From an optimization exercise on the open Yosys and OpenROAD flow, aimed at small area, a short achievable clock period and few clock cycles; shortcuts taken in it are not production practice. Function was checked by simulation only, so behaviour that the tests miss may differ from the original. No activity file was given, so power comes from the tool's default toggle rates.

==> flow/design.v (excerpt) <==
module LCD_CTRL (
  input              clk,
  input              reset,
  input        [3:0] cmd,
  input              cmd_valid,
  input        [7:0] IROM_Q,
  output logic       IROM_rd,
  output logic [5:0] IROM_A,
  output logic       IRAM_valid,
  output logic [7:0] IRAM_D,
  output logic [5:0] IRAM_A,
  output logic       busy,
  output logic       done
);
Size: roughly 39 I/O pins.
==> flow/config.mk <==
export PLATFORM = sky130hd
export DESIGN_NAME = LCD_CTRL
export DESIGN_NICKNAME = LCD_CTRL
export VERILOG_FILES = /design/flow/design.v
export SDC_FILE = /design/flow/constraint.sdc
export NUM_CORES = 8
export LEC_CHECK = 0
export CAP_MARGIN = 20
export CORE_MARGIN = 2
export CORE_UTILIZATION = 50
export CTS_CLUSTER_DIAMETER = 120
export CTS_CLUSTER_SIZE = 25
export SLEW_MARGIN = 20
export TNS_END_PERCENT = 50
==> flow/constraint.sdc <==
create_clock -name core_clock -period 12.0 [get_ports {clk}]
set_input_delay 2.4000 -clock core_clock [delete_from_list [all_inputs] [get_ports {clk}]]
set_output_delay 2.4000 -clock core_clock [all_outputs]
set_load 0.01 [all_outputs]
standard.sh (not shown) runs the stock make flow with config.mk's settings and CLKGATE_MAP_FILE= SYNTH_SCRIPT=/design/flow/synth_recipe.tcl, a recipe that flattens the netlist after the stock synthesis.
==> flow/flow/run.sh <==
#!/bin/bash
# Standard layout, with plain port buffers and timing repair aiming past the clock period.
set -euo pipefail
bash standard.sh SETUP_SLACK_MARGIN=8.4 "BUFFER_PORTS_ARGS=-buffer_cell sky130_fd_sc_hd__buf_4" finish > make.log 2>&1
Testbench counts at the start, summed over its fixed seeds: cycles 5,572.
Then changed:
==> flow/flow/run.sh (replaced) <==
#!/bin/bash
# Standard layout with plain port buffers, timing repair aiming past the
# clock period, and adders left to ABC instead of full-adder cells.
set -euo pipefail
bash standard.sh SETUP_SLACK_MARGIN=8.4 "BUFFER_PORTS_ARGS=-buffer_cell sky130_fd_sc_hd__buf_4" ADDER_MAP_FILE= finish > make.log 2>&1
- TNS_END_PERCENT: 50 -> unset
Outcome: Sequential share of layout area came out lower by 1.7 points; via count came out higher by 4.7%; final area came out higher by 2.9%; hold slack degrades by 21 ps; non-clock buffer count came out higher by 25; die area came out higher by 1.4%.
Then changed:
==> flow/flow/run.sh (replaced) <==
#!/bin/bash
# Standard layout, with plain port buffers and timing repair aiming past the clock period.
set -euo pipefail
bash standard.sh SETUP_SLACK_MARGIN=8.4 "BUFFER_PORTS_ARGS=-buffer_cell sky130_fd_sc_hd__buf_4" finish > make.log 2>&1
- CTS_BUF_LIST: unset -> sky130_fd_sc_hd__clkbuf_8 sky130_fd_sc_hd__clkbuf_16
Design area came out lower by 2.9%.
Wire length came out lower by 4.7%.
Maximum frequency came out higher by 8.5%.
Combinational power came out higher by 17%.
Total power came out higher by 8.3%.
Clock skew came out higher by 21 ps.
Then changed:
- CTS_BUF_LIST: sky130_fd_sc_hd__clkbuf_8 sky130_fd_sc_hd__clkbuf_16 -> unset
- GPL_TIMING_DRIVEN: unset -> 0
Setup slack loses 5.8 ps.
Non-clock buffer count rose by 143.
Synthesized area does not change.
Design area is higher by 1.6%.
Die area does not change.
Final cell count increases by 4.8%.
Count of clock-buffer cells in the layout rises by 25.
Wire length increases by 12%.
Hold slack loses 74 ps.
Power went up by 5.2%.
Clock skew drops by 21 ps.

---

## wip/pepper
Another version of the RTL of LCD_CTRL (not shown whole).
Size: about 680 flip-flops, ~39 I/O pins.
## LCD_CTRL
module LCD_CTRL (
  input              clk,
  input              reset,
  input        [3:0] cmd,
  input              cmd_valid,
  input        [7:0] IROM_Q,
  output logic       IROM_rd,
  output logic [5:0] IROM_A,
  output logic       IRAM_valid,
  output logic [7:0] IRAM_D,
  output logic [5:0] IRAM_A,
  output logic       busy,
  output logic       done
);
export LEC_CHECK = 0
export CAP_MARGIN = 20
export CORE_MARGIN = 2
export CORE_UTILIZATION = 50
export SLEW_MARGIN = 20
create_clock -name core_clock -period 12.0 [get_ports {clk}]
==> flow/flow/run.sh <==
#!/bin/bash
# Standard layout, with timing repair aiming past the clock period.
set -euo pipefail
bash standard.sh SETUP_SLACK_MARGIN=8.5 finish > make.log 2>&1
Having completed the whole flow, wip/pepper delivered a layout that passed the timing, design-rule and antenna checks.
Testbench counts of wip/pepper, summed over its fixed seeds: cycles 5,676.
## Diff of input files: wip/indigo against wip/pepper
==> flow/flow/run.sh <==
#!/bin/bash
# Standard layout, with plain port buffers and timing repair aiming past the clock period.
set -euo pipefail
bash standard.sh SETUP_SLACK_MARGIN=7.9 "BUFFER_PORTS_ARGS=-buffer_cell sky130_fd_sc_hd__buf_4" finish > make.log 2>&1
==> results.txt <==
- Per the comparison of wip/indigo with wip/pepper, clock skew held steady; synthesized cell count held steady.
- wip/pepper ended up with IROM_A[4] as its source of the critical timing path; wip/indigo ended up with wr_act.
- Of wip/pepper and wip/indigo, the lower number of buffers and inverters on the critical path belongs to wip/pepper.
- Going from wip/pepper to wip/indigo, first-iteration DRC count shrinks by 423.
- Taking wip/pepper as the reference, in wip/indigo core utilization shows a reduction of 4.0 points, via count went down by about 5%.
- Standard cell with the maximum stage delay on the critical path: dfrtp_4 -> wip/indigo, dfstp_4 -> wip/pepper
- wip/pepper has higher fraction of met1 tracks used by global routing than wip/indigo.
The inputs of wip/quartz differ from those of wip/indigo as listed below.
==> flow/flow/run.sh <==
#!/bin/bash
# Standard layout, with plain port buffers and timing repair aiming past the clock period.
set -euo pipefail
bash standard.sh SETUP_SLACK_MARGIN=8.2 "BUFFER_PORTS_ARGS=-buffer_cell sky130_fd_sc_hd__buf_4" finish > make.log 2>&1
Notes after the runs:
In the reports for wip/quartz and wip/indigo, the smaller layout overhead on the synthesized area belongs to wip/indigo.
In the tables for wip/quartz and wip/indigo, clock group share of total power reads lower with wip/quartz.
Compared with wip/indigo, in wip/quartz final clock period utilization by the worst path now sits lower, fraction of power consumed by combinational cells picked up an extra 1.3 points.
Area of all placed cells without fillers delta for wip/quartz relative to wip/indigo: about 1.1% higher
Going from wip/indigo to wip/quartz, the setup slack was found to have gone up by 310 ps.
Compared with wip/indigo, wip/quartz is hungrier on power.
Row number of clock buffers in the layout: wip/quartz lower / wip/indigo higher
The maximum fanout along the worst path of wip/quartz is lower than that of wip/indigo.
Changes in wip/fjord relative to wip/quartz:
# wip/quartz
export LEC_CHECK = 0
export CAP_MARGIN = 20
export CORE_MARGIN = 2
export CORE_UTILIZATION = 50
export SLEW_MARGIN = 20
create_clock -name core_clock -period 12.0 [get_ports {clk}]
# wip/fjord
export LEC_CHECK = 0
export CAP_MARGIN = 20
export CORE_MARGIN = 2
export CORE_UTILIZATION = 25
export SLEW_MARGIN = 20
create_clock -name core_clock -period 12.0 [get_ports {clk}]
==> flow/run.sh (new file) <==
#!/bin/bash
# synth_recipe.tcl (not shown) runs the flow's synth.tcl, then flattens the netlist and writes it again
# the make line also repeats each setting of config.mk as NAME=value (left out here)
make -C /OpenROAD-flow-scripts/flow DESIGN_CONFIG=/design/flow/config.mk WORK_HOME=/design/flow/orfs CLKGATE_MAP_FILE= SYNTH_SCRIPT=/design/flow/synth_recipe.tcl finish
removed: flow/flow/run.sh
removed: flow/standard.sh
Delta (wip/fjord minus wip/quartz): worst setup slack moved down, horizontal extent of the die up 41%, total non-filler cell area in the finished layout saw an increase, post-layout net count now sits lower.
The relative max-transition margin reported for wip/fjord is smaller than that of wip/quartz by 1.5 points.
Die height (wip/fjord vs. wip/quartz) increases by more than a quarter
Delta(critical path depth, wip/fjord - wip/quartz) > 0
Clock-buffer cell count: lower on wip/fjord
Detail-routed net length per standard cell in wip/fjord vs wip/quartz: down 20%
Maximum achievable frequency of wip/fjord falls short of that of wip/quartz by more than 10%.
Transition time of the tightest slew-check pin: wip/fjord vs wip/quartz up 23 ps
diff inputs: wip/fjord => wip/willow
# wip/fjord
export LEC_CHECK = 0
export CAP_MARGIN = 20
export CORE_MARGIN = 2
export CORE_UTILIZATION = 25
export SLEW_MARGIN = 20
create_clock -name core_clock -period 12.0 [get_ports {clk}]
# wip/willow
export LEC_CHECK = 0
export CAP_MARGIN = 20
export CORE_MARGIN = 2
export CORE_UTILIZATION = 50
export CTS_CLUSTER_SIZE = 30
export SLEW_MARGIN = 20
create_clock -name core_clock -period 12.0 [get_ports {clk}]
==> flow/flow/run.sh (new file) <==
#!/bin/bash
# Standard layout, with plain port buffers and timing repair aiming past the clock period.
set -euo pipefail
bash standard.sh SETUP_SLACK_MARGIN=8.7 "BUFFER_PORTS_ARGS=-buffer_cell sky130_fd_sc_hd__buf_4" finish > make.log 2>&1
==> flow/standard.sh (new file) <==
#!/bin/bash
# synth_recipe.tcl (not shown) runs the flow's synth.tcl, then flattens the netlist and writes it again
# the make line also repeats each setting of config.mk as NAME=value (left out here)
make -C /OpenROAD-flow-scripts/flow DESIGN_CONFIG=/design/flow/config.mk WORK_HOME=/design/flow/orfs CLKGATE_MAP_FILE= SYNTH_SCRIPT=/design/flow/synth_recipe.tcl "${@:-finish}"
removed: flow/run.sh
==> results.txt <==
Diff wip/fjord -> wip/willow: number of cells after detailed placement shrank by 813; area used by sequential logic in the layout held steady; area of all placed cells without fillers grew by about 7%; maximum number of pins on one net before global-route repair grew by 19.
For wip/cedar, these inputs were changed with respect to wip/willow:
# wip/willow
export LEC_CHECK = 0
export CAP_MARGIN = 20
export CORE_MARGIN = 2
export CORE_UTILIZATION = 50
export CTS_CLUSTER_SIZE = 30
export SLEW_MARGIN = 20
create_clock -name core_clock -period 12.0 [get_ports {clk}]
# wip/cedar
export LEC_CHECK = 0
export CAP_MARGIN = 20
export CORE_MARGIN = 2
export CORE_UTILIZATION = 50
export CTS_BUF_LIST = sky130_fd_sc_hd__clkbuf_8
export SLEW_MARGIN = 20
create_clock -name core_clock -period 12.0 [get_ports {clk}]
==> flow/flow/run.sh <==
#!/bin/bash
# Standard layout, with plain port buffers and timing repair aiming past the clock period.
set -euo pipefail
bash standard.sh SETUP_SLACK_MARGIN=8.2 "BUFFER_PORTS_ARGS=-buffer_cell sky130_fd_sc_hd__buf_4" finish > make.log 2>&1
--- outcome ---
- The fraction of area in multi-input gates of wip/cedar is higher than that of wip/willow.
- Power density normalized to cell area down 6.8% in wip/cedar wrt wip/willow
- wip/cedar — clock skew 33 ps higher, wip/willow as reference
- Compared with wip/willow, in wip/cedar final cell count saw a decrease; upper clock frequency limit saw a decrease.
- In the metrics for wip/cedar and wip/willow, the one carrying the higher area added between synthesis and finish is wip/willow.
- Of wip/cedar and wip/willow, wip/cedar shows the lower wire length on met1, with wip/willow above it.
- Compared with wip/willow, wip/cedar shows detailed route wirelength on metal3 lower by 3800 um.
- wip/cedar does worse than wip/willow on setup slack of the critical path after layout.

[static timing again, ports no longer ideal]
The flow's constraints put no driver on any port. The routed layouts listed below were extracted and timed again, unchanged, in two steps.
Step 1, drivers: a clkbuf_16 drives clk and a buf_2 each remaining input, both assumed.
Step 2 moves the port delays by t, midway between the first and last clock arrival at a register: inputs arrive t later, outputs are due t later. That takes back most of the time a late clock gives input paths.
a / b / c = no drivers / after step 1 / after step 2; a / b = the first two.
| run | t, ns | slack for setup (ns) | worst register clock-pin slew, ns | worst data-port slew with drivers (ns) | pins driven straight from the clock port |
|---|---|---|---|---|---|
| the first run of note 1 | 0.698 | 8.346 / 8.280 / 7.826 | 0.11 / 0.11 | 0.08 | 1 |
| the second run of note 1 | 0.711 | 8.052 / 8.076 / 7.365 | 0.11 / 0.11 | 0.05 | 1 |
| the third run of note 1 | 0.707 | 8.361 / 8.299 / 7.813 | 0.11 / 0.11 | 0.09 | 1 |
| the fourth run of note 1 | 0.704 | 8.355 / 8.294 / 7.673 | 0.11 / 0.11 | 0.21 | 1 |
| wip/pepper | 0.687 | 8.241 / 8.178 / 7.947 | 0.07 / 0.07 | 0.04 | 1 |
| wip/indigo | 0.678 | 7.912 / 7.912 / 7.437 | 0.07 / 0.07 | 0.08 | 1 |
| wip/quartz | 0.686 | 8.223 / 8.161 / 7.721 | 0.07 / 0.07 | 0.08 | 1 |
| wip/fjord | 0.689 | 7.240 / 7.240 / 6.946 | 0.07 / 0.07 | 0.03 | 1 |
| wip/willow | 0.681 | 8.248 / 8.188 / 8.045 | 0.07 / 0.07 | 0.08 | 1 |
| wip/cedar | 0.764 | 8.166 / 8.104 / 7.590 | 0.07 / 0.07 | 0.09 | 1 |
After both steps every run listed still meets setup and hold. For the second run of note 1, which loses most, drivers alone change the setup slack by +0.024 ns; drivers and shift together by -0.687 ns.
